Context: an optimization exercise on an open-source flow, tuned for small area, a short achievable clock period and few clock cycles per item. The choices shown serve that exercise and are no tape-out recipe. The RTL was checked by simulation tests, not by an equivalence proof against the original design.

==> run Z <==
==> flow/design.v (excerpt) <==
module rsa_key #(parameter WIDTH = 6) (
    input                    clk,
    input                    rst_n,
    input                    in_valid,
    output                   in_ready,
    input  [WIDTH-1:0]       IN_P,
    input  [WIDTH-1:0]       IN_Q,
    input  [WIDTH*2-1:0]     IN_E,
    output reg               out_valid,
    output reg [WIDTH*2-1:0] OUT_N,
    output reg [WIDTH*2-1:0] OUT_D
);
==> module rsa_rrowx, before the edit <==
module rsa_rrowx #(parameter K = 0, parameter W = 12) (
    input  [W-1:0]  R, B,
    input           en,
    output [W-1:0]  RO,
    output          qo
);
    localparam WR = W - K;
    wire [WR:0]   c;
    wire [WR-1:0] ro;
    assign c[0] = 1'b1;
    wire q = en & c[WR];
    assign qo = q;
    genvar j;
    generate for (j = 0; j < WR; j = j + 1) begin : bt
        wire x = R[K+j];
        wire y = ~B[j];
        assign c[j+1] = (x ^ y) ? c[j] : x;
        assign ro[j]  = x ^ (q & (y ^ c[j]));
    end endgenerate
    generate if (K == 0) begin : k0
        assign RO = ro;
    end else begin : kn
        assign RO = {ro, R[K-1:0]};
    end endgenerate
endmodule
export LEC_CHECK = 0
export ABC_AREA = 1
export CAP_MARGIN = 20
export CORE_MARGIN = 2
export CORE_UTILIZATION = 40
export CTS_CLUSTER_DIAMETER = 80
export CTS_CLUSTER_SIZE = 30
export SLEW_MARGIN = 20
create_clock -name core_clock -period 210.0 [get_ports {clk}]
standard.sh (not shown) runs the stock make flow with config.mk's settings and CLKGATE_MAP_FILE= SYNTH_SCRIPT=/design/flow/synth_recipe.tcl, a recipe that flattens the netlist after the stock synthesis.
==> flow/flow/run.sh <==
#!/bin/bash
set -o pipefail
export BUFFER_PORTS_ARGS="-buffer_cell sky130_fd_sc_hd__buf_2"
export SYNTH_ARGS="-noabc"
plat=$(make -s -C "$FLOW_HOME" DESIGN_CONFIG="$PWD/config.mk" WORK_HOME="$PWD/orfs" print-DONT_USE_CELLS 2>print_dont_use.log | sed -n 's/^DONT_USE_CELLS: //p')
if [ -z "$plat" ]; then echo "could not read the platform's DONT_USE_CELLS" >&2; exit 1; fi
dont_use="$plat sky130_fd_sc_hd__ha_1 sky130_fd_sc_hd__ha_2 sky130_fd_sc_hd__ha_4"
echo "DONT_USE_CELLS=$dont_use" > dont_use.txt
bash standard.sh "DONT_USE_CELLS=$dont_use" finish > standard.log 2>&1
status=$?
tail -20 standard.log
exit $status
==> run E: changes against run Z <==
--- a/flow/design.v
+++ b/flow/design.v
@@ -153,29 +153,4 @@
     end endgenerate
 endmodule
-module rsa_rrowx #(parameter K = 0, parameter W = 12) (
-    input  [W-1:0]  R, B,
-    input           en,
-    output [W-1:0]  RO,
-    output          qo
-);
-    localparam WR = W - K;
-    wire [WR:0]   c;
-    wire [WR-1:0] ro;
-    assign c[0] = 1'b1;
-    wire q = en & c[WR];
-    assign qo = q;
-    genvar j;
-    generate for (j = 0; j < WR; j = j + 1) begin : bt
-        wire x = R[K+j];
-        wire y = ~B[j];
-        assign c[j+1] = (x ^ y) ? c[j] : x;
-        assign ro[j]  = x ^ (q & (y ^ c[j]));
-    end endgenerate
-    generate if (K == 0) begin : k0
-        assign RO = ro;
-    end else begin : kn
-        assign RO = {ro, R[K-1:0]};
-    end endgenerate
-endmodule
 module rsa_key #(parameter WIDTH = 6) (
     input                    clk,
==> flow/flow/run.sh (replaced) <==
#!/bin/bash
set -o pipefail
export BUFFER_PORTS_ARGS="-buffer_cell sky130_fd_sc_hd__buf_2"
export SYNTH_ARGS="-noabc"
export DONT_USE_CELLS="sky130_fd_sc_hd__ha_1 sky130_fd_sc_hd__ha_2 sky130_fd_sc_hd__ha_4"
bash standard.sh > standard.log 2>&1
status=$?
tail -20 standard.log
exit $status
==> notes <==
- Run E passed the timing, DRC and antenna checks. Run Z produced a clean layout.
- Sequential share of layout area: run Z is higher than run E (0.76 points).
- In critical path depth, run Z and run E do not differ.
- In run Z the design area is smaller than in run E, by about 3.6%.
- In routed wire length, run E and run Z hardly differ.
- Of run E and run Z, run Z has the higher global-route usage (gap 0.37 points).
Testbench counts of run Z, summed over its fixed seeds: cycles 2,448, items 2,400.
Testbench counts of run E, summed over its fixed seeds: cycles 2,448, items 2,400.

[re-timing with driven ports]
The results above use ideal ports. As a check the final layouts listed here were re-extracted and re-timed, cells and wires unchanged. Step 1 assumes that a clkbuf_16 drives the clock port and a buf_2 every other input. Step 2 also shifts input and output timing later by t, the mid clock arrival at the registers, as if the neighbouring blocks saw the same clock. Slacks: ideal ports / drivers / drivers and shift; pairs: ideal ports / drivers.
run | t (ns) | setup slack, ns | hold slack, ns
run Z | 0.612 | 166.980 / 166.920 / 167.532 | 0.328 / 0.328 / 0.328
run E | 0.633 | 166.960 / 166.900 / 167.532 | 0.331 / 0.331 / 0.331
After both steps every run listed still meets setup and hold.
